This design comes from an exercise in tuning for small area, a short achievable clock period and few clock cycles on the open sky130 flow, not from production work. In this exercise RTL edits were held to simulation tests only and were not proved equivalent to the original.

==> flow/design.v <==
module CHIP (
    input          i_clk,
    input          i_rst_n,
    input  [31:0]  i_IMEM_data,
    output [31:0]  o_IMEM_addr,
    output         o_mem_cen,
    output         o_mem_wen,
    output [31:0]  o_mem_addr,
    output [127:0] o_mem_wdata,
    input  [127:0] i_mem_rdata,
    input          i_mem_stall,
    output         o_finish
);
    reg  [31:2] fpc;             
    reg  [31:0] ir;              
    reg  [31:2] xpc;             
    reg         xpred;           
    reg         xv;              
    reg  [31:0] ms, mc;          
    reg  [27:0] ltag;            
    reg         lval, ldirty;
    reg  [127:0] line;
    reg         mcen, mwen;      
    reg         fin;
    assign o_IMEM_addr = {fpc, 2'b00};
    assign o_mem_cen   = mcen;
    assign o_mem_wen   = mwen;
    assign o_mem_addr  = {ltag, 4'b0000};
    assign o_mem_wdata = line;
    assign o_finish    = fin;
    wire [2:0] f3  = ir[14:12];
    wire [4:0] rs1 = ir[19:15];
    wire [4:0] rs2 = ir[24:20];
    wire [4:0] rd  = ir[11:7];
    function [15:0] decode(input [31:0] w);
        reg jmp, jal, jalr, br, sys, ld, st, mem, r, i, aui, mul, wr;
        begin
            jmp  =  w[6] &  w[2];                          
            jal  =  w[6] &  w[3];
            jalr =  w[6] & ~w[3] & w[2];
            br   =  w[6] & ~w[4] & ~w[2];
            sys  =  w[6] &  w[4];
            ld   = ~w[6] & ~w[5] & ~w[4];
            st   = ~w[6] &  w[5] & ~w[4];
            mem  = ~w[6] & ~w[4];
            r    = ~w[6] &  w[5] &  w[4];
            i    = ~w[6] & ~w[5] &  w[4] & ~w[2];
            aui  = ~w[6] &  w[4] &  w[2];
            mul  =  r & w[25];
            wr   = ~(st | br | sys);
            decode = {
                wr & (w[11:7] != 5'd0),                      
                (r & w[30]) | br | (i & w[14:12] == 3'b010),   
                w[5] & (w[4] | (w[6] & ~w[2])),              
                ~(jal | aui | sys),                          
                (w[5] & (w[4] | (w[6] & ~w[2]))) | st,       
                wr, mul, aui, mem, st, ld, sys, br, jalr, jal, jmp};
        end
    endfunction
    reg  [15:0] xc;
    wire op_jmp  = xc[0];
    wire op_jal  = xc[1];
    wire op_jalr = xc[2];
    wire op_br   = xc[3];
    wire op_sys  = xc[4];
    wire op_ld   = xc[5];
    wire op_st   = xc[6];
    wire op_mem  = xc[7];
    wire op_aui  = xc[8];
    wire op_mul  = xc[9];
    wire op_wr   = xc[10];
    wire use2    = xc[11];
    wire use1    = xc[12];
    wire b_reg   = xc[13];
    wire sub     = xc[14];
    wire op_wrz  = xc[15];
    wire [31:0] rfq [0:31];
    wire        x_we, lwb, mwb;  
    wire [4:0]  prd, pmrd;       
    wire [31:0] rf_wd;
    reg  [31:0] wd;
    reg         rst_q;           
    always @(posedge i_clk)
        rst_q <= i_rst_n;
    wire [31:0] wd_all = rf_wd & {32{rst_q}};
    assign rfq[0] = 32'd0;
    genvar g;
    generate for (g = 1; g < 32; g = g + 1) begin : g_rf
        reg [31:0] r;
        wire [31:0] d = (g == 2) ? (rst_q ? rf_wd : 32'hbffffff0) :
                        (g == 3) ? (rst_q ? rf_wd : 32'h10008000) : wd_all;
        wire we = (x_we & (rd == g)) | (lwb & (prd == g)) | (mwb & (pmrd == g)) | !rst_q;
        always @(posedge i_clk)
            if (we) r <= d;
        assign rfq[g] = r;
    end endgenerate
    reg  [31:1] oh1, oh2;
    reg  [31:0] r1, r2;
    integer k;
    always @(*) begin
        r1 = 32'd0;
        r2 = 32'd0;
        for (k = 1; k < 32; k = k + 1) begin
            r1 = r1 | ({32{oh1[k]}} & rfq[k]);
            r2 = r2 | ({32{oh2[k]}} & rfq[k]);
        end
    end
    wire [31:0] imm_i = {{20{ir[31]}}, ir[31:20]};
    wire [31:0] imm_s = {{20{ir[31]}}, ir[31:25], ir[11:7]};
    wire [31:0] bv    = b_reg ? r2 : (op_st ? imm_s : imm_i);
    wire [32:0] sum_c = {r1, 1'b1} + {bv ^ {32{sub}}, sub};
    wire [31:0] sum   = sum_c[32:1];
    wire        lt    = (r1[31] ^ bv[31]) ? r1[31] : sum[31];
    wire        eq    = r1 == r2;
    wire [31:0] sh_in, sh_out;
    wire [31:0] sh_r = $signed({f3[2] & r1[31], sh_in}) >>> rs2;
    generate for (g = 0; g < 32; g = g + 1) begin : g_rev
        assign sh_in[g]  = f3[2] ? r1[g] : r1[31-g];
        assign sh_out[g] = f3[2] ? sh_r[g] : sh_r[31-g];
    end endgenerate
    reg [31:0] alu;
    always @(*)
        case (f3)
            3'b000:         alu = sum;
            3'b001, 3'b101: alu = sh_out;
            3'b010:         alu = {31'd0, lt};
            3'b100:         alu = r1 ^ bv;
            3'b110:         alu = r1 | bv;
            default:        alu = r1 & bv;
        endcase
    localparam MK = 8;
    reg  [31:0] ma, mb;
    reg         pm;              
    reg  [3:0]  mcnt;            
    reg  [4:0]  pmrd_r;          
    assign pmrd = pmrd_r;
    wire [31:0] ts, tc;
    wire        mul_go;
    wire        pm1 = pm & (mcnt == 4'd0);     
    mul_step u_mul (.a(ma), .b(mb[MK-1:0]), .s(ms), .c(mc), .ts(ts), .tc(tc));
    always @(posedge i_clk) begin
        if (mul_go) begin
            ma   <= r1;
            mb   <= r2;
            ms   <= 32'd0;
            mc   <= 32'd0;
            pmrd_r <= rd;
        end else if (mcnt != 4'd0) begin
            ma   <= ma << MK;
            mb   <= mb >> MK;
            ms   <= ts;
            mc   <= tc;
        end
    end
    wire [31:0] mul_res = ms + mc;
    wire [31:2] imm_t = op_br  ? (xpred ? 30'd1 : {{19{ir[31]}}, ir[31], ir[7], ir[30:25], ir[11:9]}) :
                        op_jal ? {{11{ir[31]}}, ir[31], ir[19:12], ir[20], ir[30:22]} :
                                 {ir[31:12], 10'd0};
    wire [31:2] tgt   = xpc + imm_t;
    wire        taken = op_br & (f3[2] ? (lt ^ f3[0]) : (eq ^ f3[0]));
    reg         pl, ps;          
    reg  [4:0]  prd_r;           
    assign prd = prd_r;
    reg  [1:0]  pwi;             
    wire [31:0] kt = {ltag, 4'd0};
    wire [4:0]  lo4 = {1'b0, r1[3:0]} + {1'b0, bv[3:0]};
    wire [31:4] ec;              
    assign ec[4] = lo4[4];
    generate for (g = 5; g < 32; g = g + 1) begin : g_ec
        assign ec[g] = (r1[g-1] & bv[g-1]) | ((r1[g-1] | bv[g-1]) & ~kt[g-1]);
    end endgenerate
    wire        hit      = lval & ((r1[31:4] ^ bv[31:4] ^ kt[31:4]) == ec[31:4]);
    wire        mem_done = mcen & ~i_mem_stall;
    wire        rd_act   = mcen & ~mwen;
    wire        rd_done  = mem_done & ~mwen;
    wire        wb_done  = mem_done & mwen;
    wire        xw_raw   = xv & op_wrz & ~op_mem & ~op_mul & ~dep_hz;
    assign      lwb      = pl & lval & ~xw_raw;
    assign      mwb      = pm & pm1 & ~xw_raw & ~lwb;
    wire        can_rd   = (~mcen & ~ldirty) | wb_done;
    wire        mem_go   = xv & op_mem & ~dep_hz & (hit | can_rd);
    wire        start_rd = mem_go & ~hit;
    wire        ld_go    = mem_go & op_ld;
    wire        st_go    = mem_go & op_st;
    wire        dirty_n  = (st_go & hit) | (ldirty & ~wb_done) | (rd_done & ps);
    reg  [31:0] lwb_data;
    always @(*) begin
        case (pwi)
            2'd0: lwb_data = line[31:0];
            2'd1: lwb_data = line[63:32];
            2'd2: lwb_data = line[95:64];
            default: lwb_data = line[127:96];
        endcase
    end
    generate for (g = 0; g < 4; g = g + 1) begin : g_line
        wire st_here = st_go && sum[3:2] == g;
        wire keep    = ps && pwi == g;
        always @(posedge i_clk)
            if (st_here) line[32*g +: 32] <= r2;
            else if (rd_act && !keep) line[32*g +: 32] <= i_mem_rdata[32*g +: 32];
    end endgenerate
    always @(posedge i_clk) begin
        if (start_rd) ltag <= sum[31:4];
        if (start_rd | ld_go) begin
            pwi  <= sum[3:2];
            prd_r <= rd;
        end
    end
    always @(posedge i_clk or negedge i_rst_n)
        if (!i_rst_n) begin
            lval   <= 1'b0;
            ldirty <= 1'b0;
            mcen   <= 1'b0;
            mwen   <= 1'b0;
            pl     <= 1'b0;
            ps     <= 1'b0;
            fin    <= 1'b0;
        end else begin
            if (start_rd) lval <= 1'b0;
            else if (rd_done) lval <= 1'b1;
            ldirty <= dirty_n;
            if (start_rd) ps <= op_st;
            else if (rd_done) ps <= 1'b0;
            if (start_rd | ld_go) pl <= op_ld & op_wrz;
            else if (lwb) pl <= 1'b0;
            if (~mcen | mem_done) begin
                if (start_rd) begin
                    mcen <= 1'b1;
                    mwen <= 1'b0;
                end else begin
                    mcen <= dirty_n;
                    mwen <= 1'b1;
                end
            end
            fin <= xv & op_sys & ~pl & ~pm & ((~mcen & ~ldirty) | wb_done);
        end
    wire [31:0] fi      = i_IMEM_data;
    wire [31:2] fpc_inc = fpc + 30'd1;
    wire [8:0]  f_bs    = {1'b0, fpc[9:2]} + {2'b01, fi[28:25], fi[11:9]};
    wire        f_pred  = fi[6] & ~fi[4] & ~fi[2] & fi[31] & fi[7] & fi[30] & fi[29] &
                          f_bs[8] & ~(&fpc[9:2]);
    wire [9:2]  f_lo    = f_bs[7:0];
    wire pl_hz = pl & ((use1 & rs1 == prd) | (use2 & rs2 == prd) | (op_wr & rd == prd));
    wire pm_hz = pm & ((use1 & rs1 == pmrd) | (use2 & rs2 == pmrd) | (op_wr & rd == pmrd));
    wire dep_hz = pl_hz | pm_hz;
    wire hz    = dep_hz | (op_mul & pm);
    assign mul_go = xv & op_mul & ~hz & op_wrz;
    wire stall = xv & ((op_mem & ~mem_go) | op_sys | hz);
    wire redirect = xv & (op_jmp | (op_br & (taken ^ xpred)));
    assign x_we   = xv & op_wrz & ~op_mul & ~hz & ~op_mem;
    assign rf_wd  = lwb ? lwb_data : mwb ? mul_res : wd;
    always @(*) begin
        if (op_jmp)       wd = {fpc, 2'b00};      
        else if (op_aui)  wd = {tgt, 2'b00};
        else              wd = alu;
    end
    always @(posedge i_clk or negedge i_rst_n)
        if (!i_rst_n) begin
            fpc <= 30'h00004000;
            xv  <= 1'b0;
            pm   <= 1'b0;
            mcnt <= 4'd0;
        end else begin
            if (mul_go) pm <= 1'b1;
            else if (mwb) pm <= 1'b0;
            if (mul_go) mcnt <= 32 / MK;
            else if (mcnt != 4'd0) mcnt <= mcnt - 4'd1;
            if (!stall) begin
                if (redirect) begin
                    fpc <= op_jalr ? sum[31:2] : tgt;
                    xv  <= 1'b0;
                end else begin
                    fpc <= {fpc_inc[31:10], f_pred ? f_lo : fpc_inc[9:2]};
                    xv  <= 1'b1;
                end
            end
        end
    wire [4:0]  n_rs1 = stall ? ir[19:15] : i_IMEM_data[19:15];
    wire [4:0]  n_rs2 = stall ? ir[24:20] : i_IMEM_data[24:20];
    always @(posedge i_clk) begin
        oh1 <= 31'h7fffffff & (32'd1 << n_rs1) >> 1;
        oh2 <= 31'h7fffffff & (32'd1 << n_rs2) >> 1;
        xc  <= decode(stall ? ir : i_IMEM_data);
    end
    always @(posedge i_clk)
        if (!stall) begin
            ir    <= i_IMEM_data;
            xpc   <= fpc;
            xpred <= f_pred;
        end
endmodule
module mul_step (
    input  [31:0] a,
    input  [7:0]  b,
    input  [31:0] s,
    input  [31:0] c,
    output [31:0] ts,
    output [31:0] tc
);
    wire [31:0] pp0 = b[0] ? a[31:0] : 32'd0;
    wire [30:0] pp1 = b[1] ? a[30:0] : 31'd0;
    wire [29:0] pp2 = b[2] ? a[29:0] : 30'd0;
    wire [28:0] pp3 = b[3] ? a[28:0] : 29'd0;
    wire [27:0] pp4 = b[4] ? a[27:0] : 28'd0;
    wire [26:0] pp5 = b[5] ? a[26:0] : 27'd0;
    wire [25:0] pp6 = b[6] ? a[25:0] : 26'd0;
    wire [24:0] pp7 = b[7] ? a[24:0] : 25'd0;
    wire t1 = s[7] ^ c[7];
    wire t2 = s[7] & c[7];
    wire t3 = s[8] ^ c[8] ^ pp0[8];
    wire t4 = (s[8] & c[8]) | (s[8] & pp0[8]) | (c[8] & pp0[8]);
    wire t5 = s[9] ^ c[9] ^ pp0[9];
    wire t6 = (s[9] & c[9]) | (s[9] & pp0[9]) | (c[9] & pp0[9]);
    wire t7 = s[10] ^ c[10] ^ pp0[10];
    wire t8 = (s[10] & c[10]) | (s[10] & pp0[10]) | (c[10] & pp0[10]);
    wire t9 = s[11] ^ c[11] ^ pp0[11];
    wire t10 = (s[11] & c[11]) | (s[11] & pp0[11]) | (c[11] & pp0[11]);
    wire t11 = s[12] ^ c[12] ^ pp0[12];
    wire t12 = (s[12] & c[12]) | (s[12] & pp0[12]) | (c[12] & pp0[12]);
    wire t13 = s[13] ^ c[13] ^ pp0[13];
    wire t14 = (s[13] & c[13]) | (s[13] & pp0[13]) | (c[13] & pp0[13]);
    wire t15 = s[14] ^ c[14] ^ pp0[14];
    wire t16 = (s[14] & c[14]) | (s[14] & pp0[14]) | (c[14] & pp0[14]);
    wire t17 = s[15] ^ c[15] ^ pp0[15];
    wire t18 = (s[15] & c[15]) | (s[15] & pp0[15]) | (c[15] & pp0[15]);
    wire t19 = s[16] ^ c[16] ^ pp0[16];
    wire t20 = (s[16] & c[16]) | (s[16] & pp0[16]) | (c[16] & pp0[16]);
    wire t21 = s[17] ^ c[17] ^ pp0[17];
    wire t22 = (s[17] & c[17]) | (s[17] & pp0[17]) | (c[17] & pp0[17]);
    wire t23 = s[18] ^ c[18] ^ pp0[18];
    wire t24 = (s[18] & c[18]) | (s[18] & pp0[18]) | (c[18] & pp0[18]);
    wire t25 = s[19] ^ c[19] ^ pp0[19];
    wire t26 = (s[19] & c[19]) | (s[19] & pp0[19]) | (c[19] & pp0[19]);
    wire t27 = s[20] ^ c[20] ^ pp0[20];
    wire t28 = (s[20] & c[20]) | (s[20] & pp0[20]) | (c[20] & pp0[20]);
    wire t29 = s[21] ^ c[21] ^ pp0[21];
    wire t30 = (s[21] & c[21]) | (s[21] & pp0[21]) | (c[21] & pp0[21]);
    wire t31 = s[22] ^ c[22] ^ pp0[22];
    wire t32 = (s[22] & c[22]) | (s[22] & pp0[22]) | (c[22] & pp0[22]);
    wire t33 = s[23] ^ c[23] ^ pp0[23];
    wire t34 = (s[23] & c[23]) | (s[23] & pp0[23]) | (c[23] & pp0[23]);
    wire t35 = s[24] ^ c[24] ^ pp0[24];
    wire t36 = (s[24] & c[24]) | (s[24] & pp0[24]) | (c[24] & pp0[24]);
    wire t37 = s[25] ^ c[25] ^ pp0[25];
    wire t38 = (s[25] & c[25]) | (s[25] & pp0[25]) | (c[25] & pp0[25]);
    wire t39 = s[26] ^ c[26] ^ pp0[26];
    wire t40 = (s[26] & c[26]) | (s[26] & pp0[26]) | (c[26] & pp0[26]);
    wire t41 = s[27] ^ c[27] ^ pp0[27];
    wire t42 = (s[27] & c[27]) | (s[27] & pp0[27]) | (c[27] & pp0[27]);
    wire t43 = s[28] ^ c[28] ^ pp0[28];
    wire t44 = (s[28] & c[28]) | (s[28] & pp0[28]) | (c[28] & pp0[28]);
    wire t45 = s[29] ^ c[29] ^ pp0[29];
    wire t46 = (s[29] & c[29]) | (s[29] & pp0[29]) | (c[29] & pp0[29]);
    wire t47 = s[30] ^ c[30] ^ pp0[30];
    wire t48 = (s[30] & c[30]) | (s[30] & pp0[30]) | (c[30] & pp0[30]);
    wire t49 = s[31] ^ c[31] ^ pp0[31];
    wire t51 = s[4] ^ c[4];
    wire t52 = s[4] & c[4];
    wire t53 = s[5] ^ c[5] ^ pp0[5];
    wire t54 = (s[5] & c[5]) | (s[5] & pp0[5]) | (c[5] & pp0[5]);
    wire t55 = pp1[4] ^ pp2[3];
    wire t56 = pp1[4] & pp2[3];
    wire t57 = s[6] ^ c[6] ^ pp0[6];
    wire t58 = (s[6] & c[6]) | (s[6] & pp0[6]) | (c[6] & pp0[6]);
    wire t59 = pp1[5] ^ pp2[4] ^ pp3[3];
    wire t60 = (pp1[5] & pp2[4]) | (pp1[5] & pp3[3]) | (pp2[4] & pp3[3]);
    wire t61 = pp4[2] ^ pp5[1];
    wire t62 = pp4[2] & pp5[1];
    wire t63 = t1 ^ pp0[7] ^ pp1[6];
    wire t64 = (t1 & pp0[7]) | (t1 & pp1[6]) | (pp0[7] & pp1[6]);
    wire t65 = pp2[5] ^ pp3[4] ^ pp4[3];
    wire t66 = (pp2[5] & pp3[4]) | (pp2[5] & pp4[3]) | (pp3[4] & pp4[3]);
    wire t67 = pp5[2] ^ pp6[1] ^ pp7[0];
    wire t68 = (pp5[2] & pp6[1]) | (pp5[2] & pp7[0]) | (pp6[1] & pp7[0]);
    wire t69 = t2 ^ t3 ^ pp1[7];
    wire t70 = (t2 & t3) | (t2 & pp1[7]) | (t3 & pp1[7]);
    wire t71 = pp2[6] ^ pp3[5] ^ pp4[4];
    wire t72 = (pp2[6] & pp3[5]) | (pp2[6] & pp4[4]) | (pp3[5] & pp4[4]);
    wire t73 = pp5[3] ^ pp6[2] ^ pp7[1];
    wire t74 = (pp5[3] & pp6[2]) | (pp5[3] & pp7[1]) | (pp6[2] & pp7[1]);
    wire t75 = t4 ^ t5 ^ pp1[8];
    wire t76 = (t4 & t5) | (t4 & pp1[8]) | (t5 & pp1[8]);
    wire t77 = pp2[7] ^ pp3[6] ^ pp4[5];
    wire t78 = (pp2[7] & pp3[6]) | (pp2[7] & pp4[5]) | (pp3[6] & pp4[5]);
    wire t79 = pp5[4] ^ pp6[3] ^ pp7[2];
    wire t80 = (pp5[4] & pp6[3]) | (pp5[4] & pp7[2]) | (pp6[3] & pp7[2]);
    wire t81 = t6 ^ t7 ^ pp1[9];
    wire t82 = (t6 & t7) | (t6 & pp1[9]) | (t7 & pp1[9]);
    wire t83 = pp2[8] ^ pp3[7] ^ pp4[6];
    wire t84 = (pp2[8] & pp3[7]) | (pp2[8] & pp4[6]) | (pp3[7] & pp4[6]);
    wire t85 = pp5[5] ^ pp6[4] ^ pp7[3];
    wire t86 = (pp5[5] & pp6[4]) | (pp5[5] & pp7[3]) | (pp6[4] & pp7[3]);
    wire t87 = t8 ^ t9 ^ pp1[10];
    wire t88 = (t8 & t9) | (t8 & pp1[10]) | (t9 & pp1[10]);
    wire t89 = pp2[9] ^ pp3[8] ^ pp4[7];
    wire t90 = (pp2[9] & pp3[8]) | (pp2[9] & pp4[7]) | (pp3[8] & pp4[7]);
    wire t91 = pp5[6] ^ pp6[5] ^ pp7[4];
    wire t92 = (pp5[6] & pp6[5]) | (pp5[6] & pp7[4]) | (pp6[5] & pp7[4]);
    wire t93 = t10 ^ t11 ^ pp1[11];
    wire t94 = (t10 & t11) | (t10 & pp1[11]) | (t11 & pp1[11]);
    wire t95 = pp2[10] ^ pp3[9] ^ pp4[8];
    wire t96 = (pp2[10] & pp3[9]) | (pp2[10] & pp4[8]) | (pp3[9] & pp4[8]);
    wire t97 = pp5[7] ^ pp6[6] ^ pp7[5];
    wire t98 = (pp5[7] & pp6[6]) | (pp5[7] & pp7[5]) | (pp6[6] & pp7[5]);
    wire t99 = t12 ^ t13 ^ pp1[12];
    wire t100 = (t12 & t13) | (t12 & pp1[12]) | (t13 & pp1[12]);
    wire t101 = pp2[11] ^ pp3[10] ^ pp4[9];
    wire t102 = (pp2[11] & pp3[10]) | (pp2[11] & pp4[9]) | (pp3[10] & pp4[9]);
    wire t103 = pp5[8] ^ pp6[7] ^ pp7[6];
    wire t104 = (pp5[8] & pp6[7]) | (pp5[8] & pp7[6]) | (pp6[7] & pp7[6]);
    wire t105 = t14 ^ t15 ^ pp1[13];
    wire t106 = (t14 & t15) | (t14 & pp1[13]) | (t15 & pp1[13]);
    wire t107 = pp2[12] ^ pp3[11] ^ pp4[10];
    wire t108 = (pp2[12] & pp3[11]) | (pp2[12] & pp4[10]) | (pp3[11] & pp4[10]);
    wire t109 = pp5[9] ^ pp6[8] ^ pp7[7];
    wire t110 = (pp5[9] & pp6[8]) | (pp5[9] & pp7[7]) | (pp6[8] & pp7[7]);
    wire t111 = t16 ^ t17 ^ pp1[14];
    wire t112 = (t16 & t17) | (t16 & pp1[14]) | (t17 & pp1[14]);
    wire t113 = pp2[13] ^ pp3[12] ^ pp4[11];
    wire t114 = (pp2[13] & pp3[12]) | (pp2[13] & pp4[11]) | (pp3[12] & pp4[11]);
    wire t115 = pp5[10] ^ pp6[9] ^ pp7[8];
    wire t116 = (pp5[10] & pp6[9]) | (pp5[10] & pp7[8]) | (pp6[9] & pp7[8]);
    wire t117 = t18 ^ t19 ^ pp1[15];
    wire t118 = (t18 & t19) | (t18 & pp1[15]) | (t19 & pp1[15]);
    wire t119 = pp2[14] ^ pp3[13] ^ pp4[12];
    wire t120 = (pp2[14] & pp3[13]) | (pp2[14] & pp4[12]) | (pp3[13] & pp4[12]);
    wire t121 = pp5[11] ^ pp6[10] ^ pp7[9];
    wire t122 = (pp5[11] & pp6[10]) | (pp5[11] & pp7[9]) | (pp6[10] & pp7[9]);
    wire t123 = t20 ^ t21 ^ pp1[16];
    wire t124 = (t20 & t21) | (t20 & pp1[16]) | (t21 & pp1[16]);
    wire t125 = pp2[15] ^ pp3[14] ^ pp4[13];
    wire t126 = (pp2[15] & pp3[14]) | (pp2[15] & pp4[13]) | (pp3[14] & pp4[13]);
    wire t127 = pp5[12] ^ pp6[11] ^ pp7[10];
    wire t128 = (pp5[12] & pp6[11]) | (pp5[12] & pp7[10]) | (pp6[11] & pp7[10]);
    wire t129 = t22 ^ t23 ^ pp1[17];
    wire t130 = (t22 & t23) | (t22 & pp1[17]) | (t23 & pp1[17]);
    wire t131 = pp2[16] ^ pp3[15] ^ pp4[14];
    wire t132 = (pp2[16] & pp3[15]) | (pp2[16] & pp4[14]) | (pp3[15] & pp4[14]);
    wire t133 = pp5[13] ^ pp6[12] ^ pp7[11];
    wire t134 = (pp5[13] & pp6[12]) | (pp5[13] & pp7[11]) | (pp6[12] & pp7[11]);
    wire t135 = t24 ^ t25 ^ pp1[18];
    wire t136 = (t24 & t25) | (t24 & pp1[18]) | (t25 & pp1[18]);
    wire t137 = pp2[17] ^ pp3[16] ^ pp4[15];
    wire t138 = (pp2[17] & pp3[16]) | (pp2[17] & pp4[15]) | (pp3[16] & pp4[15]);
    wire t139 = pp5[14] ^ pp6[13] ^ pp7[12];
    wire t140 = (pp5[14] & pp6[13]) | (pp5[14] & pp7[12]) | (pp6[13] & pp7[12]);
    wire t141 = t26 ^ t27 ^ pp1[19];
    wire t142 = (t26 & t27) | (t26 & pp1[19]) | (t27 & pp1[19]);
    wire t143 = pp2[18] ^ pp3[17] ^ pp4[16];
    wire t144 = (pp2[18] & pp3[17]) | (pp2[18] & pp4[16]) | (pp3[17] & pp4[16]);
    wire t145 = pp5[15] ^ pp6[14] ^ pp7[13];
    wire t146 = (pp5[15] & pp6[14]) | (pp5[15] & pp7[13]) | (pp6[14] & pp7[13]);
    wire t147 = t28 ^ t29 ^ pp1[20];
    wire t148 = (t28 & t29) | (t28 & pp1[20]) | (t29 & pp1[20]);
    wire t149 = pp2[19] ^ pp3[18] ^ pp4[17];
    wire t150 = (pp2[19] & pp3[18]) | (pp2[19] & pp4[17]) | (pp3[18] & pp4[17]);
    wire t151 = pp5[16] ^ pp6[15] ^ pp7[14];
    wire t152 = (pp5[16] & pp6[15]) | (pp5[16] & pp7[14]) | (pp6[15] & pp7[14]);
    wire t153 = t30 ^ t31 ^ pp1[21];
    wire t154 = (t30 & t31) | (t30 & pp1[21]) | (t31 & pp1[21]);
    wire t155 = pp2[20] ^ pp3[19] ^ pp4[18];
    wire t156 = (pp2[20] & pp3[19]) | (pp2[20] & pp4[18]) | (pp3[19] & pp4[18]);
    wire t157 = pp5[17] ^ pp6[16] ^ pp7[15];
    wire t158 = (pp5[17] & pp6[16]) | (pp5[17] & pp7[15]) | (pp6[16] & pp7[15]);
    wire t159 = t32 ^ t33 ^ pp1[22];
    wire t160 = (t32 & t33) | (t32 & pp1[22]) | (t33 & pp1[22]);
    wire t161 = pp2[21] ^ pp3[20] ^ pp4[19];
    wire t162 = (pp2[21] & pp3[20]) | (pp2[21] & pp4[19]) | (pp3[20] & pp4[19]);
    wire t163 = pp5[18] ^ pp6[17] ^ pp7[16];
    wire t164 = (pp5[18] & pp6[17]) | (pp5[18] & pp7[16]) | (pp6[17] & pp7[16]);
    wire t165 = t34 ^ t35 ^ pp1[23];
    wire t166 = (t34 & t35) | (t34 & pp1[23]) | (t35 & pp1[23]);
    wire t167 = pp2[22] ^ pp3[21] ^ pp4[20];
    wire t168 = (pp2[22] & pp3[21]) | (pp2[22] & pp4[20]) | (pp3[21] & pp4[20]);
    wire t169 = pp5[19] ^ pp6[18] ^ pp7[17];
    wire t170 = (pp5[19] & pp6[18]) | (pp5[19] & pp7[17]) | (pp6[18] & pp7[17]);
    wire t171 = t36 ^ t37 ^ pp1[24];
    wire t172 = (t36 & t37) | (t36 & pp1[24]) | (t37 & pp1[24]);
    wire t173 = pp2[23] ^ pp3[22] ^ pp4[21];
    wire t174 = (pp2[23] & pp3[22]) | (pp2[23] & pp4[21]) | (pp3[22] & pp4[21]);
    wire t175 = pp5[20] ^ pp6[19] ^ pp7[18];
    wire t176 = (pp5[20] & pp6[19]) | (pp5[20] & pp7[18]) | (pp6[19] & pp7[18]);
    wire t177 = t38 ^ t39 ^ pp1[25];
    wire t178 = (t38 & t39) | (t38 & pp1[25]) | (t39 & pp1[25]);
    wire t179 = pp2[24] ^ pp3[23] ^ pp4[22];
    wire t180 = (pp2[24] & pp3[23]) | (pp2[24] & pp4[22]) | (pp3[23] & pp4[22]);
    wire t181 = pp5[21] ^ pp6[20] ^ pp7[19];
    wire t182 = (pp5[21] & pp6[20]) | (pp5[21] & pp7[19]) | (pp6[20] & pp7[19]);
    wire t183 = t40 ^ t41 ^ pp1[26];
    wire t184 = (t40 & t41) | (t40 & pp1[26]) | (t41 & pp1[26]);
    wire t185 = pp2[25] ^ pp3[24] ^ pp4[23];
    wire t186 = (pp2[25] & pp3[24]) | (pp2[25] & pp4[23]) | (pp3[24] & pp4[23]);
    wire t187 = pp5[22] ^ pp6[21] ^ pp7[20];
    wire t188 = (pp5[22] & pp6[21]) | (pp5[22] & pp7[20]) | (pp6[21] & pp7[20]);
    wire t189 = t42 ^ t43 ^ pp1[27];
    wire t190 = (t42 & t43) | (t42 & pp1[27]) | (t43 & pp1[27]);
    wire t191 = pp2[26] ^ pp3[25] ^ pp4[24];
    wire t192 = (pp2[26] & pp3[25]) | (pp2[26] & pp4[24]) | (pp3[25] & pp4[24]);
    wire t193 = pp5[23] ^ pp6[22] ^ pp7[21];
    wire t194 = (pp5[23] & pp6[22]) | (pp5[23] & pp7[21]) | (pp6[22] & pp7[21]);
    wire t195 = t44 ^ t45 ^ pp1[28];
    wire t196 = (t44 & t45) | (t44 & pp1[28]) | (t45 & pp1[28]);
    wire t197 = pp2[27] ^ pp3[26] ^ pp4[25];
    wire t198 = (pp2[27] & pp3[26]) | (pp2[27] & pp4[25]) | (pp3[26] & pp4[25]);
    wire t199 = pp5[24] ^ pp6[23] ^ pp7[22];
    wire t200 = (pp5[24] & pp6[23]) | (pp5[24] & pp7[22]) | (pp6[23] & pp7[22]);
    wire t201 = t46 ^ t47 ^ pp1[29];
    wire t202 = (t46 & t47) | (t46 & pp1[29]) | (t47 & pp1[29]);
    wire t203 = pp2[28] ^ pp3[27] ^ pp4[26];
    wire t204 = (pp2[28] & pp3[27]) | (pp2[28] & pp4[26]) | (pp3[27] & pp4[26]);
    wire t205 = pp5[25] ^ pp6[24] ^ pp7[23];
    wire t206 = (pp5[25] & pp6[24]) | (pp5[25] & pp7[23]) | (pp6[24] & pp7[23]);
    wire t207 = t48 ^ t49 ^ pp1[30];
    wire t209 = pp2[29] ^ pp3[28] ^ pp4[27];
    wire t211 = pp5[26] ^ pp6[25] ^ pp7[24];
    wire t213 = s[2] ^ c[2];
    wire t214 = s[2] & c[2];
    wire t215 = s[3] ^ c[3] ^ pp0[3];
    wire t216 = (s[3] & c[3]) | (s[3] & pp0[3]) | (c[3] & pp0[3]);
    wire t217 = pp1[2] ^ pp2[1];
    wire t218 = pp1[2] & pp2[1];
    wire t219 = t51 ^ pp0[4] ^ pp1[3];
    wire t220 = (t51 & pp0[4]) | (t51 & pp1[3]) | (pp0[4] & pp1[3]);
    wire t221 = pp2[2] ^ pp3[1] ^ pp4[0];
    wire t222 = (pp2[2] & pp3[1]) | (pp2[2] & pp4[0]) | (pp3[1] & pp4[0]);
    wire t223 = t52 ^ t53 ^ t55;
    wire t224 = (t52 & t53) | (t52 & t55) | (t53 & t55);
    wire t225 = pp3[2] ^ pp4[1] ^ pp5[0];
    wire t226 = (pp3[2] & pp4[1]) | (pp3[2] & pp5[0]) | (pp4[1] & pp5[0]);
    wire t227 = t54 ^ t56 ^ t57;
    wire t228 = (t54 & t56) | (t54 & t57) | (t56 & t57);
    wire t229 = t59 ^ t61 ^ pp6[0];
    wire t230 = (t59 & t61) | (t59 & pp6[0]) | (t61 & pp6[0]);
    wire t231 = t58 ^ t60 ^ t62;
    wire t232 = (t58 & t60) | (t58 & t62) | (t60 & t62);
    wire t233 = t63 ^ t65 ^ t67;
    wire t234 = (t63 & t65) | (t63 & t67) | (t65 & t67);
    wire t235 = t64 ^ t66 ^ t68;
    wire t236 = (t64 & t66) | (t64 & t68) | (t66 & t68);
    wire t237 = t69 ^ t71 ^ t73;
    wire t238 = (t69 & t71) | (t69 & t73) | (t71 & t73);
    wire t239 = t70 ^ t72 ^ t74;
    wire t240 = (t70 & t72) | (t70 & t74) | (t72 & t74);
    wire t241 = t75 ^ t77 ^ t79;
    wire t242 = (t75 & t77) | (t75 & t79) | (t77 & t79);
    wire t243 = t76 ^ t78 ^ t80;
    wire t244 = (t76 & t78) | (t76 & t80) | (t78 & t80);
    wire t245 = t81 ^ t83 ^ t85;
    wire t246 = (t81 & t83) | (t81 & t85) | (t83 & t85);
    wire t247 = t82 ^ t84 ^ t86;
    wire t248 = (t82 & t84) | (t82 & t86) | (t84 & t86);
    wire t249 = t87 ^ t89 ^ t91;
    wire t250 = (t87 & t89) | (t87 & t91) | (t89 & t91);
    wire t251 = t88 ^ t90 ^ t92;
    wire t252 = (t88 & t90) | (t88 & t92) | (t90 & t92);
    wire t253 = t93 ^ t95 ^ t97;
    wire t254 = (t93 & t95) | (t93 & t97) | (t95 & t97);
    wire t255 = t94 ^ t96 ^ t98;
    wire t256 = (t94 & t96) | (t94 & t98) | (t96 & t98);
    wire t257 = t99 ^ t101 ^ t103;
    wire t258 = (t99 & t101) | (t99 & t103) | (t101 & t103);
    wire t259 = t100 ^ t102 ^ t104;
    wire t260 = (t100 & t102) | (t100 & t104) | (t102 & t104);
    wire t261 = t105 ^ t107 ^ t109;
    wire t262 = (t105 & t107) | (t105 & t109) | (t107 & t109);
    wire t263 = t106 ^ t108 ^ t110;
    wire t264 = (t106 & t108) | (t106 & t110) | (t108 & t110);
    wire t265 = t111 ^ t113 ^ t115;
    wire t266 = (t111 & t113) | (t111 & t115) | (t113 & t115);
    wire t267 = t112 ^ t114 ^ t116;
    wire t268 = (t112 & t114) | (t112 & t116) | (t114 & t116);
    wire t269 = t117 ^ t119 ^ t121;
    wire t270 = (t117 & t119) | (t117 & t121) | (t119 & t121);
    wire t271 = t118 ^ t120 ^ t122;
    wire t272 = (t118 & t120) | (t118 & t122) | (t120 & t122);
    wire t273 = t123 ^ t125 ^ t127;
    wire t274 = (t123 & t125) | (t123 & t127) | (t125 & t127);
    wire t275 = t124 ^ t126 ^ t128;
    wire t276 = (t124 & t126) | (t124 & t128) | (t126 & t128);
    wire t277 = t129 ^ t131 ^ t133;
    wire t278 = (t129 & t131) | (t129 & t133) | (t131 & t133);
    wire t279 = t130 ^ t132 ^ t134;
    wire t280 = (t130 & t132) | (t130 & t134) | (t132 & t134);
    wire t281 = t135 ^ t137 ^ t139;
    wire t282 = (t135 & t137) | (t135 & t139) | (t137 & t139);
    wire t283 = t136 ^ t138 ^ t140;
    wire t284 = (t136 & t138) | (t136 & t140) | (t138 & t140);
    wire t285 = t141 ^ t143 ^ t145;
    wire t286 = (t141 & t143) | (t141 & t145) | (t143 & t145);
    wire t287 = t142 ^ t144 ^ t146;
    wire t288 = (t142 & t144) | (t142 & t146) | (t144 & t146);
    wire t289 = t147 ^ t149 ^ t151;
    wire t290 = (t147 & t149) | (t147 & t151) | (t149 & t151);
    wire t291 = t148 ^ t150 ^ t152;
    wire t292 = (t148 & t150) | (t148 & t152) | (t150 & t152);
    wire t293 = t153 ^ t155 ^ t157;
    wire t294 = (t153 & t155) | (t153 & t157) | (t155 & t157);
    wire t295 = t154 ^ t156 ^ t158;
    wire t296 = (t154 & t156) | (t154 & t158) | (t156 & t158);
    wire t297 = t159 ^ t161 ^ t163;
    wire t298 = (t159 & t161) | (t159 & t163) | (t161 & t163);
    wire t299 = t160 ^ t162 ^ t164;
    wire t300 = (t160 & t162) | (t160 & t164) | (t162 & t164);
    wire t301 = t165 ^ t167 ^ t169;
    wire t302 = (t165 & t167) | (t165 & t169) | (t167 & t169);
    wire t303 = t166 ^ t168 ^ t170;
    wire t304 = (t166 & t168) | (t166 & t170) | (t168 & t170);
    wire t305 = t171 ^ t173 ^ t175;
    wire t306 = (t171 & t173) | (t171 & t175) | (t173 & t175);
    wire t307 = t172 ^ t174 ^ t176;
    wire t308 = (t172 & t174) | (t172 & t176) | (t174 & t176);
    wire t309 = t177 ^ t179 ^ t181;
    wire t310 = (t177 & t179) | (t177 & t181) | (t179 & t181);
    wire t311 = t178 ^ t180 ^ t182;
    wire t312 = (t178 & t180) | (t178 & t182) | (t180 & t182);
    wire t313 = t183 ^ t185 ^ t187;
    wire t314 = (t183 & t185) | (t183 & t187) | (t185 & t187);
    wire t315 = t184 ^ t186 ^ t188;
    wire t316 = (t184 & t186) | (t184 & t188) | (t186 & t188);
    wire t317 = t189 ^ t191 ^ t193;
    wire t318 = (t189 & t191) | (t189 & t193) | (t191 & t193);
    wire t319 = t190 ^ t192 ^ t194;
    wire t320 = (t190 & t192) | (t190 & t194) | (t192 & t194);
    wire t321 = t195 ^ t197 ^ t199;
    wire t322 = (t195 & t197) | (t195 & t199) | (t197 & t199);
    wire t323 = t196 ^ t198 ^ t200;
    wire t324 = (t196 & t198) | (t196 & t200) | (t198 & t200);
    wire t325 = t201 ^ t203 ^ t205;
    wire t326 = (t201 & t203) | (t201 & t205) | (t203 & t205);
    wire t327 = t202 ^ t204 ^ t206;
    wire t329 = t207 ^ t209 ^ t211;
    wire t331 = s[1] ^ c[1];
    wire t332 = s[1] & c[1];
    wire t333 = t213 ^ pp0[2] ^ pp1[1];
    wire t334 = (t213 & pp0[2]) | (t213 & pp1[1]) | (pp0[2] & pp1[1]);
    wire t335 = t214 ^ t215 ^ t217;
    wire t336 = (t214 & t215) | (t214 & t217) | (t215 & t217);
    wire t337 = t216 ^ t218 ^ t219;
    wire t338 = (t216 & t218) | (t216 & t219) | (t218 & t219);
    wire t339 = t220 ^ t222 ^ t223;
    wire t340 = (t220 & t222) | (t220 & t223) | (t222 & t223);
    wire t341 = t224 ^ t226 ^ t227;
    wire t342 = (t224 & t226) | (t224 & t227) | (t226 & t227);
    wire t343 = t228 ^ t230 ^ t231;
    wire t344 = (t228 & t230) | (t228 & t231) | (t230 & t231);
    wire t345 = t232 ^ t234 ^ t235;
    wire t346 = (t232 & t234) | (t232 & t235) | (t234 & t235);
    wire t347 = t236 ^ t238 ^ t239;
    wire t348 = (t236 & t238) | (t236 & t239) | (t238 & t239);
    wire t349 = t240 ^ t242 ^ t243;
    wire t350 = (t240 & t242) | (t240 & t243) | (t242 & t243);
    wire t351 = t244 ^ t246 ^ t247;
    wire t352 = (t244 & t246) | (t244 & t247) | (t246 & t247);
    wire t353 = t248 ^ t250 ^ t251;
    wire t354 = (t248 & t250) | (t248 & t251) | (t250 & t251);
    wire t355 = t252 ^ t254 ^ t255;
    wire t356 = (t252 & t254) | (t252 & t255) | (t254 & t255);
    wire t357 = t256 ^ t258 ^ t259;
    wire t358 = (t256 & t258) | (t256 & t259) | (t258 & t259);
    wire t359 = t260 ^ t262 ^ t263;
    wire t360 = (t260 & t262) | (t260 & t263) | (t262 & t263);
    wire t361 = t264 ^ t266 ^ t267;
    wire t362 = (t264 & t266) | (t264 & t267) | (t266 & t267);
    wire t363 = t268 ^ t270 ^ t271;
    wire t364 = (t268 & t270) | (t268 & t271) | (t270 & t271);
    wire t365 = t272 ^ t274 ^ t275;
    wire t366 = (t272 & t274) | (t272 & t275) | (t274 & t275);
    wire t367 = t276 ^ t278 ^ t279;
    wire t368 = (t276 & t278) | (t276 & t279) | (t278 & t279);
    wire t369 = t280 ^ t282 ^ t283;
    wire t370 = (t280 & t282) | (t280 & t283) | (t282 & t283);
    wire t371 = t284 ^ t286 ^ t287;
    wire t372 = (t284 & t286) | (t284 & t287) | (t286 & t287);
    wire t373 = t288 ^ t290 ^ t291;
    wire t374 = (t288 & t290) | (t288 & t291) | (t290 & t291);
    wire t375 = t292 ^ t294 ^ t295;
    wire t376 = (t292 & t294) | (t292 & t295) | (t294 & t295);
    wire t377 = t296 ^ t298 ^ t299;
    wire t378 = (t296 & t298) | (t296 & t299) | (t298 & t299);
    wire t379 = t300 ^ t302 ^ t303;
    wire t380 = (t300 & t302) | (t300 & t303) | (t302 & t303);
    wire t381 = t304 ^ t306 ^ t307;
    wire t382 = (t304 & t306) | (t304 & t307) | (t306 & t307);
    wire t383 = t308 ^ t310 ^ t311;
    wire t384 = (t308 & t310) | (t308 & t311) | (t310 & t311);
    wire t385 = t312 ^ t314 ^ t315;
    wire t386 = (t312 & t314) | (t312 & t315) | (t314 & t315);
    wire t387 = t316 ^ t318 ^ t319;
    wire t388 = (t316 & t318) | (t316 & t319) | (t318 & t319);
    wire t389 = t320 ^ t322 ^ t323;
    wire t390 = (t320 & t322) | (t320 & t323) | (t322 & t323);
    wire t391 = t324 ^ t326 ^ t327;
    wire t393 = s[0] ^ c[0];
    wire t394 = s[0] & c[0];
    wire t395 = t331 ^ pp0[1] ^ pp1[0];
    wire t396 = (t331 & pp0[1]) | (t331 & pp1[0]) | (pp0[1] & pp1[0]);
    wire t397 = t332 ^ t333 ^ pp2[0];
    wire t398 = (t332 & t333) | (t332 & pp2[0]) | (t333 & pp2[0]);
    wire t399 = t334 ^ t335 ^ pp3[0];
    wire t400 = (t334 & t335) | (t334 & pp3[0]) | (t335 & pp3[0]);
    wire t401 = t336 ^ t337 ^ t221;
    wire t402 = (t336 & t337) | (t336 & t221) | (t337 & t221);
    wire t403 = t338 ^ t339 ^ t225;
    wire t404 = (t338 & t339) | (t338 & t225) | (t339 & t225);
    wire t405 = t340 ^ t341 ^ t229;
    wire t406 = (t340 & t341) | (t340 & t229) | (t341 & t229);
    wire t407 = t342 ^ t343 ^ t233;
    wire t408 = (t342 & t343) | (t342 & t233) | (t343 & t233);
    wire t409 = t344 ^ t345 ^ t237;
    wire t410 = (t344 & t345) | (t344 & t237) | (t345 & t237);
    wire t411 = t346 ^ t347 ^ t241;
    wire t412 = (t346 & t347) | (t346 & t241) | (t347 & t241);
    wire t413 = t348 ^ t349 ^ t245;
    wire t414 = (t348 & t349) | (t348 & t245) | (t349 & t245);
    wire t415 = t350 ^ t351 ^ t249;
    wire t416 = (t350 & t351) | (t350 & t249) | (t351 & t249);
    wire t417 = t352 ^ t353 ^ t253;
    wire t418 = (t352 & t353) | (t352 & t253) | (t353 & t253);
    wire t419 = t354 ^ t355 ^ t257;
    wire t420 = (t354 & t355) | (t354 & t257) | (t355 & t257);
    wire t421 = t356 ^ t357 ^ t261;
    wire t422 = (t356 & t357) | (t356 & t261) | (t357 & t261);
    wire t423 = t358 ^ t359 ^ t265;
    wire t424 = (t358 & t359) | (t358 & t265) | (t359 & t265);
    wire t425 = t360 ^ t361 ^ t269;
    wire t426 = (t360 & t361) | (t360 & t269) | (t361 & t269);
    wire t427 = t362 ^ t363 ^ t273;
    wire t428 = (t362 & t363) | (t362 & t273) | (t363 & t273);
    wire t429 = t364 ^ t365 ^ t277;
    wire t430 = (t364 & t365) | (t364 & t277) | (t365 & t277);
    wire t431 = t366 ^ t367 ^ t281;
    wire t432 = (t366 & t367) | (t366 & t281) | (t367 & t281);
    wire t433 = t368 ^ t369 ^ t285;
    wire t434 = (t368 & t369) | (t368 & t285) | (t369 & t285);
    wire t435 = t370 ^ t371 ^ t289;
    wire t436 = (t370 & t371) | (t370 & t289) | (t371 & t289);
    wire t437 = t372 ^ t373 ^ t293;
    wire t438 = (t372 & t373) | (t372 & t293) | (t373 & t293);
    wire t439 = t374 ^ t375 ^ t297;
    wire t440 = (t374 & t375) | (t374 & t297) | (t375 & t297);
    wire t441 = t376 ^ t377 ^ t301;
    wire t442 = (t376 & t377) | (t376 & t301) | (t377 & t301);
    wire t443 = t378 ^ t379 ^ t305;
    wire t444 = (t378 & t379) | (t378 & t305) | (t379 & t305);
    wire t445 = t380 ^ t381 ^ t309;
    wire t446 = (t380 & t381) | (t380 & t309) | (t381 & t309);
    wire t447 = t382 ^ t383 ^ t313;
    wire t448 = (t382 & t383) | (t382 & t313) | (t383 & t313);
    wire t449 = t384 ^ t385 ^ t317;
    wire t450 = (t384 & t385) | (t384 & t317) | (t385 & t317);
    wire t451 = t386 ^ t387 ^ t321;
    wire t452 = (t386 & t387) | (t386 & t321) | (t387 & t321);
    wire t453 = t388 ^ t389 ^ t325;
    wire t454 = (t388 & t389) | (t388 & t325) | (t389 & t325);
    wire t455 = t390 ^ t391 ^ t329;
    assign ts[0] = t393;
    assign tc[0] = pp0[0];
    assign ts[1] = t394;
    assign tc[1] = t395;
    assign ts[2] = t396;
    assign tc[2] = t397;
    assign ts[3] = t398;
    assign tc[3] = t399;
    assign ts[4] = t400;
    assign tc[4] = t401;
    assign ts[5] = t402;
    assign tc[5] = t403;
    assign ts[6] = t404;
    assign tc[6] = t405;
    assign ts[7] = t406;
    assign tc[7] = t407;
    assign ts[8] = t408;
    assign tc[8] = t409;
    assign ts[9] = t410;
    assign tc[9] = t411;
    assign ts[10] = t412;
    assign tc[10] = t413;
    assign ts[11] = t414;
    assign tc[11] = t415;
    assign ts[12] = t416;
    assign tc[12] = t417;
    assign ts[13] = t418;
    assign tc[13] = t419;
    assign ts[14] = t420;
    assign tc[14] = t421;
    assign ts[15] = t422;
    assign tc[15] = t423;
    assign ts[16] = t424;
    assign tc[16] = t425;
    assign ts[17] = t426;
    assign tc[17] = t427;
    assign ts[18] = t428;
    assign tc[18] = t429;
    assign ts[19] = t430;
    assign tc[19] = t431;
    assign ts[20] = t432;
    assign tc[20] = t433;
    assign ts[21] = t434;
    assign tc[21] = t435;
    assign ts[22] = t436;
    assign tc[22] = t437;
    assign ts[23] = t438;
    assign tc[23] = t439;
    assign ts[24] = t440;
    assign tc[24] = t441;
    assign ts[25] = t442;
    assign tc[25] = t443;
    assign ts[26] = t444;
    assign tc[26] = t445;
    assign ts[27] = t446;
    assign tc[27] = t447;
    assign ts[28] = t448;
    assign tc[28] = t449;
    assign ts[29] = t450;
    assign tc[29] = t451;
    assign ts[30] = t452;
    assign tc[30] = t453;
    assign ts[31] = t454;
    assign tc[31] = t455;
endmodule
module riscv_sys (
    input          i_clk,
    input          i_rst_n,
    input  [31:0]  i_IMEM_data,
    output [31:0]  o_IMEM_addr,
    output         o_mem_cen,
    output         o_mem_wen,
    output [31:0]  o_mem_addr,
    output [127:0] o_mem_wdata,
    input  [127:0] i_mem_rdata,
    input          i_mem_stall,
    output         o_finish
);
    CHIP u_chip (
        .i_clk       (i_clk),
        .i_rst_n     (i_rst_n),
        .i_IMEM_data (i_IMEM_data),
        .o_IMEM_addr (o_IMEM_addr),
        .o_mem_cen   (o_mem_cen),
        .o_mem_wen   (o_mem_wen),
        .o_mem_addr  (o_mem_addr),
        .o_mem_wdata (o_mem_wdata),
        .i_mem_rdata (i_mem_rdata),
        .i_mem_stall (i_mem_stall),
        .o_finish    (o_finish)
    );
endmodule
==> flow/flow/run.sh <==
#!/bin/bash
# The standard ORFS layout (standard.sh, unchanged synthesis) with two
# changes to how it is made: the port buffers buffer_ports inserts are
# buf_2 cells (every port still gets its buffer), and timing repair is asked
# to leave 18.5 ns of setup slack at the 25 ns clock, so that the layout is
# made for the shortest period it can reach. The full output of the make
# run goes to make_finish.log here; ORFS's own logs stay under orfs/logs.
set -uo pipefail
export BUFFER_PORTS_ARGS="-buffer_cell sky130_fd_sc_hd__buf_2"
bash standard.sh SETUP_SLACK_MARGIN=18.5 finish > make_finish.log 2>&1
status=$?
tail -n 20 make_finish.log
exit $status
==> flow/standard.sh <==
#!/bin/bash
# synth_recipe.tcl (not shown) runs the flow's synth.tcl, then flattens the netlist and writes it again
# the make line also repeats each setting of config.mk as NAME=value (left out here)
make -C /OpenROAD-flow-scripts/flow DESIGN_CONFIG=/design/flow/config.mk WORK_HOME=/design/flow/orfs CLKGATE_MAP_FILE= SYNTH_SCRIPT=/design/flow/synth_recipe.tcl "${@:-finish}"
==> flow/config.mk <==
export PLATFORM = sky130hd
export DESIGN_NAME = riscv_sys
export DESIGN_NICKNAME = riscv_sys
export VERILOG_FILES = /design/flow/design.v
export SDC_FILE = /design/flow/constraint.sdc
export NUM_CORES = 8
export LEC_CHECK = 0
export CAP_MARGIN = 40
export CORE_MARGIN = 2
export CORE_UTILIZATION = 40
export CTS_CLUSTER_DIAMETER = 80
export CTS_CLUSTER_SIZE = 24
export PLACE_DENSITY = 0.5
export SLEW_MARGIN = 40
==> flow/constraint.sdc <==
create_clock -name core_clock -period 25.0 [get_ports {i_clk}]
set_input_delay 5.0000 -clock core_clock [delete_from_list [all_inputs] [get_ports {i_clk}]]
set_output_delay 5.0000 -clock core_clock [all_outputs]
set_load 0.01 [all_outputs]
==> flow_summary_export.csv, run 1 <==
group,metric,value,unit
finish,multi_input_area,0.0366,mm^2
run,cap_violations,0,
finish,final_cell_mix,"edfxtp_1 (1270), a22oi_1 (755), nand2_1 (492)",
clock_network,numCtsBuffers,100,
route,ant_nets,0,
route,drc,0,
hold_path,hold_class,"reg -> reg",
die,design.core.area,0.200,mm^2
yosys,ys_seq_area_frac,0.524,
critical_path,rr_worst_depth,22,
global_routing,grt_antenna_before_repair,23,
die,dieArea,0.206,mm^2
clock_network,ctsLongestPathBuffers,3,
critical_path,worstSetupStartpointType,"flop",
global_routing,grt_max_degree,82,
sta,finalCritPeriodShare,0.268,
finish,area_growth,15.9,%
finish,final_core_util,0.467,
critical_path,reg2reg_to,"u_chip.fpc[7]",
hold_path,whs_endpoint,"u_chip.ms[0]",
die,die_h,453,um
hold_path,worstHoldStart,"u_chip.ms[0]",
route,dr_total_vias,70281,
sta,worst_slew_pin_slew,1.06,ns
finish,drive_gt1_frac,0.206,
finish,design_area,0.0936,mm^2
die,die_w,453,um
clock_network,cts_root_buf,"clkbuf_16",
critical_path,end_kind,"flop",
route,drt-initial-drc-count,13410,
sta,finalMaxSlewViolations,0,
die,initial_core_util,0.403,
place,hpwlAfterDp,271000,um
global_routing,grt_pass1_wl,567000,um
critical_path,path_max_fanout,19,
yosys,synth_edf_count,1270,
place,io_buffers,349,
yosys,synth_async_sr_flop_share,0.0292,
route,firstDrtPassIters,10,
yosys,ys.warnings.count,1,
clock_network,clock_latency,0.85,ns
global_routing,overflow,0,
critical_path,reg2reg_slack,18.29,ns
sta,fin_setup_tns,0,ns
route,routed_wl,430000,um
clock_network,clkSinkCount,1471,
sta,grt_setup_unrepaired,"yes",
hold_path,holdPathStages,2,
critical_path,arrival,7.43,ns
yosys,synthDistinctLibCells,88,
sta,slew_headroom,0.292,
route,wl_per_cell,42.8,um
yosys,syn_area,0.0808,mm^2
sta,min_period,6.71,ns
sta,hold_viol_final,0,
place,placed_area,0.0872,mm^2
clock_network,cts_tree,"built",
route,vias_per_cell,6.99,
finish,seq_area,0.0425,mm^2
clock_network,cts.clk_slew.worst_paths,0.10,ns
yosys,synth-main-ff-cell,"edfxtp_1",
critical_path,r2r_start,"u_chip.oh2[1]",
critical_path,worstPathRequired,25.72,ns
run_status,outcome,"complete, no violations",
place,gp_congestion,1.05,
global_routing,gr-usage-all-layers,0.402,
sta,final.setup_skew,0.0896,ns
die,fp-row-count,164,
sta,setup_viol_count_final,0,
yosys,yosys_register_bits,1471,
clock_network,hold_buffers,0,
clock_network,h-tree-depth,3,
finish,layout_commonest_cell,"edfxtp_1",
die,ios,358,
yosys,synthCells,6897,
yosys,syn_area_per_cell,11.7,um^2
global_routing,grt_pass1_vias,65927,
critical_path,crit_type,"reg -> reg",
sta,fmax,0.149,GHz
finish,nNetsFinal,7878,
finish,fillers,18269,
sequential cells by signal (all words and copies together) (netlist names), 2 cells and up:
| signal | count |
|---|---|
| u_chip.ma | 32 |
| u_chip.xc | 16 |
| u_chip.xpc | 30 |
| u_chip.g_rf.r | 992 |
| u_chip.prd_r | 5 |
| u_chip.ms | 32 |
| u_chip.mcnt | 4 |
| u_chip.oh2 | 31 |
| u_chip.fpc | 30 |
| u_chip.mb | 32 |
| u_chip.ir | 30 |
| u_chip.pwi | 2 |
| u_chip.ltag | 28 |
| u_chip.oh1 | 31 |
| u_chip.mc | 32 |
| u_chip.line | 128 |
| u_chip.pmrd_r | 5 |
through the flow:
step / worst slack (ns) / hold WS, ns / cells
final: 18.29 / 0.464 / 10061
after global routing: 18.29 / 0.481 / 10044
after CTS: 18.38 / 0.465 / 9998
after detailed placement: 16.13 / 0.452 / 9716
after global placement: 15.71 / 0.442 / 9711
after floorplan: 17.76 / 0.424 / 6902
kinds of logic after synthesis:
kind of cell,count (synthesis),share of synthesized area
AO/OA/AOI/OAI,1946,0.172
flip-flops,1471,0.524
AND/OR/NAND/NOR,1672,0.101
buffers and inverters,906,0.0435
XOR/XNOR,237,0.0257
other,1,0.0000464
adder cells (fa/ha/maj),410,0.0860
multiplexers,254,0.0472
metal layers:
layer / share of wire / vias to the layer above / global-route usage
met4: 0.085 / 6 / 0.260
li1: - / 27146 / -
met5: 0.00010 / - / 0
met2: 0.42 / 6368 / 0.595
met1: 0.36 / 35036 / 0.507
met3: 0.14 / 1725 / 0.128
timing repair:
| item | in CTS | in global routing |
|---|---|---|
| gates cloned | 7 | 17 |
| endpoints found under the setup margin | 1297 | 906 |
| buffers inserted | 90 | 29 |
| gates resized for setup | 196 | 115 |
| pin swaps | 36 | 26 |
worst max-delay path, cell delays in order (launching register included):
cell and delay, ns:
dfxtp_2 0.91, buf_4 0.59, a22oi_1 0.16, nand4_1 0.18, nor4_4 0.06, buf_12 0.17, a21oi_1 0.16, buf_4 0.21
xnor2_1 0.08, ha_1 0.40, a21o_1 0.22, a21o_1 0.17, a21oi_1 0.22, o21ai_0 0.21, o21bai_2 0.28, o211ai_2 0.30
nor4b_4 0.59, nor4b_1 0.12, or4b_4 0.61, a31oi_1 0.22, buf_6 0.20, mux2_4 0.31, a21oi_1 0.14
worst max path at each step:
stage	slack, ns	from	end	cells after the start
after floorplan	17.76	i_IMEM_data[9]	u_chip.fpc[5]	14
after global placement	15.71	u_chip.oh2[26]	u_chip.g_rf[17].r[28]	21
after detailed placement	16.13	i_mem_stall	u_chip.fpc[23]	12
after CTS	18.38	i_IMEM_data[9]	u_chip.fpc[9]	16
after global routing	18.29	i_IMEM_data[9]	u_chip.fpc[9]	16
final	18.29	u_chip.oh2[1]	u_chip.fpc[7]	22
cells in the mapped netlist (81+ instances only):
cell type  number  share of area
edfxtp_1     1270           0.47
a22oi_1       758          0.070
nand2_1       501          0.023
inv_1         426          0.020
nor2_1        364          0.017
clkbuf_1      335          0.016
a21oi_1       286          0.018
fa_1          242          0.060
o21ai_0       219          0.014
and2_1        208          0.016
nand4_1       172          0.013
ha_1          168          0.026
dfxtp_1       158          0.039
nand3_1       143         0.0089
xnor2_1       131          0.014
mux2_2        109          0.015
xor2_1        106          0.011
mux4_2         91          0.025
a221oi_1       90         0.0098
a31oi_1        84         0.0065
nor3_1         81         0.0050
layout make-up:
cell class	instances	area share
Sequential cell	1471	0.454
Multi-Input combinational cell	4528	0.391
Timing Repair Buffer	767	0.0630
Tap cell	2656	0.0355
Clock buffer	107	0.0271
Inverter	434	0.0177
Clock inverter	78	0.0110
Antenna cell	17	0.000454
Timing Repair inverter	3	0.000281
Testbench counts, summed over its fixed seeds: cycles 90,648.
==> run 2: changes to the inputs <==
--- a/flow/config.mk
+++ b/flow/config.mk
@@ -13,2 +13,3 @@
 export PLACE_DENSITY = 0.5
 export SLEW_MARGIN = 40
+export TNS_END_PERCENT = 20
==> run 2 against run 1 <==
Compared with the run above:
- register-to-register slack barely moved
- setup slack lost 0.00080 ns
- flip-flop and latch count unchanged
- critical path depth shrank 14
- sequential share of layout area is 0.72 points higher
- cell count shrank 0.67%
==> flow_summary_export.csv, run 2 <==
group,metric,value,unit
run_status,outcome,"complete, no violations",
finish,largest_reg_flops,992,
critical_path,worstPathRequired,25.55,ns
critical_path,path_max_fanout,11,
route,drt-initial-drc-count,12571,
die,die_h,453,um
yosys,yosys-top-cells-count,"edfxtp_1 (1270), a22oi_1 (758), nand2_1 (501), inv_1 (426), nor2_1 (364)",
clock_network,numCtsBuffers,101,
finish,nNetsFinal,7817,
route,dr_total_vias,69680,
critical_path,worstSetupStartpointType,"input pin",
finish,layout_commonest_cell,"edfxtp_1",
yosys,syn_area_per_cell,11.7,um^2
route,routed_wl,422000,um
global_routing,grt_pass1_vias,65347,
sta,min_period,6.71,ns
finish,design_area,0.0921,mm^2
yosys,synthTopCellsByArea,"edfxtp_1 (47%), a22oi_1 (7.0%), fa_1 (6.0%)",
sta,slew_headroom,0.302,
clock_network,cts.clk_slew.worst_paths,0.09,ns
global_routing,grt_pass1_wl,563000,um
route,wl_met3,56400,um
global_routing,grt_max_degree,91,
die,design.core.area,0.200,mm^2
yosys,synth_edf_count,1270,
finish,area_growth,14.0,%
critical_path,arrival,7.26,ns
clock_network,h-tree-depth,3,
route,ant_nets,0,
yosys,synth_async_sr_flop_share,0.0292,
yosys,syn_area,0.0808,mm^2
yosys,yosys_register_bits,1471,
sta,finalMaxSlewViolations,0,
global_routing,grt_antenna_before_repair,20,
finish,fillers,18461,
place,post-place-ws,16.37,ns
finish,top_register,"u_chip.g_rf.r",
sta,grt_setup_unrepaired,"yes",
yosys,synth-main-ff-cell,"edfxtp_1",
yosys,synthCells,6897,
yosys,ys.warnings.count,1,
place,gp_congestion,1.00,
sta,worst_slew_pin_slew,1.05,ns
route,drc,0,
global_routing,overflow,0,
clock_network,cts_tree,"built",
die,initial_core_util,0.403,
finish,top_regs,"u_chip.g_rf.r x992, u_chip.line x128",
sta,setup_viol_count_final,0,
yosys,ys_seq_area_frac,0.524,
finish,drive_gt1_frac,0.187,
finish,final_cell_mix,"edfxtp_1 (1270), a22oi_1 (758), nand2_1 (496)",
critical_path,end_kind,"flop",
sta,fmax,0.149,GHz
die,die_w,453,um
finish,final_core_util,0.460,
clock_network,clock_latency,0.83,ns
sta,fin_ws,18.29,ns
global_routing,gr-usage-all-layers,0.399,
sta,hold_viol_final,0,
critical_path,crit_type,"in -> reg",
die,ios,358,
run,cap_violations,0,
yosys,synth_top_area_frac,0.472,
clock_network,clkSinkCount,1471,
sta,finalCritPeriodShare,0.268,
route,firstDrtPassIters,13,
clock_network,ctsLongestPathBuffers,3,
route,wl_per_cell,42.2,um
yosys,synth_most_common_cell,"edfxtp_1",
place,io_buffers,349,
sta,final.setup_skew,0.0702,ns
die,fp-row-count,164,
hold_path,hold_class,"reg -> reg",
yosys,synthDistinctLibCells,88,
route,wl_met2,179000,um
route,top_layer,"met5",
sta,fin_setup_tns,0,ns
route,wl_met1,153000,um
yosys,yosysTopAreaCell,"edfxtp_1",
place,placed_area,0.0871,mm^2
clock_network,cts_root_buf,"clkbuf_16",
die,dieArea,0.206,mm^2
place,hpwlAfterDp,265000,um
route,vias_per_cell,6.97,
-- run 2: cell counts after synthesis --
No cell type changed its count.
-- run 2: layer usage --
| layer | vias to the layer above | track usage |
|---|---|---|
| met1 | 35162 | 0.511 |
| met4 | 27 | 0.233 |
| li1 | 27015 | - |
| met5 | - | 0.00350 |
| met2 | 5903 | 0.591 |
| met3 | 1573 | 0.130 |
-- run 2: what timing repair did --
item                                    in CTS  in global routing
hold buffers                                 0                  0
gates resized for setup                    103                 67
setup buffers                               48                 12
pin swaps                                   34                 15
endpoints found under the setup margin    1348               1064
gates cloned                                 9                  4
-- run 2: cells by family after synthesis --
family                   after synthesis  synth area share
flip-flops                          1471             0.524
other                                  1         0.0000464
multiplexers                         254            0.0472
AND/OR/NAND/NOR                     1672             0.101
XOR/XNOR                             237            0.0257
adder cells (fa/ha/maj)              410            0.0860
AO/OA/AOI/OAI                       1946             0.172
buffers and inverters                906            0.0435
-- run 2: stage by stage --
step	hold slack [ns]	std cells
floorplan	0.424	6902
global placement	0.442	9711
detailed placement	0.453	9720
CTS	0.464	9958
global route	0.471	9980
finish	0.463	9994
-- run 2: final timing paths --
check	start	endpoint	slack, ns	depth (start not counted)
worst max-delay path	i_mem_stall	u_chip.line[22]	18.29	8
worst min-delay path	u_chip.mc[7]	u_chip.mc[7]	0.46	2
worst max register to register	u_chip.oh2[2]	u_chip.line[22]	18.30	17
worst min register to register	u_chip.mc[7]	u_chip.mc[7]	0.46	2
max in group asynchronous	i_rst_n	u_chip.pl	20.13	2
min in group asynchronous	i_rst_n	u_chip.mcnt[3]	4.35	2
-- run 2: area by class of cell --
cell class | instances | area, um^2 | area share
Antenna cell | 16 | 40.0 | 0.000435
Multi-Input combinational cell | 4533 | 36200 | 0.393
Timing Repair inverter | 3 | 28.8 | 0.000312
Sequential cell | 1471 | 42500 | 0.461
Clock buffer | 114 | 2650 | 0.0288
Clock inverter | 67 | 832 | 0.00903
Tap cell | 2656 | 3320 | 0.0361
Timing Repair Buffer | 700 | 4920 | 0.0534
Inverter | 434 | 1650 | 0.0180
-- run 2: critical path: stages --
cell and delay (ns):
buf_12 0.11, nor2b_4 0.13, a21oi_4 0.08, a2111oi_4 0.29
buf_4 0.20, nand2_2 0.26, or3_2 0.82, mux2_2 0.35

afterwards: timing with drivers on the ports:
The results above use ideal ports. As a check the final layouts listed here were re-extracted and re-timed, cells and wires unchanged.
Step 1: set_driving_cell puts a clkbuf_16 on i_clk and a buf_2 on each other input, an assumption about the parent block.
Step 2 moves the port delays by t, midway between the first and last clock arrival at a register: inputs arrive t later, outputs are due t later. That takes back most of the time a late clock gives input paths.
Three values: no drivers, after step 1, after step 2; two values: the first two.
run | shift t [ns] | setup slack, ns | hold WS [ns] | latest minus earliest clock arrival (ns) | slew at the worst register clock pin (ns)
run 1 | 0.907 | 18.294 / 18.294 / 17.451 | 0.464 / 0.464 / 0.464 | 0.090 / 0.090 | 0.10 / 0.10
run 2 | 0.885 | 18.293 / 18.230 / 17.452 | 0.463 / 0.463 / 0.463 | 0.070 / 0.070 | 0.10 / 0.10
After both steps setup and hold are still met in every run listed. The setup slack of run 1, which loses most, moves by 0.000 ns with the drivers and by -0.843 ns with both steps.
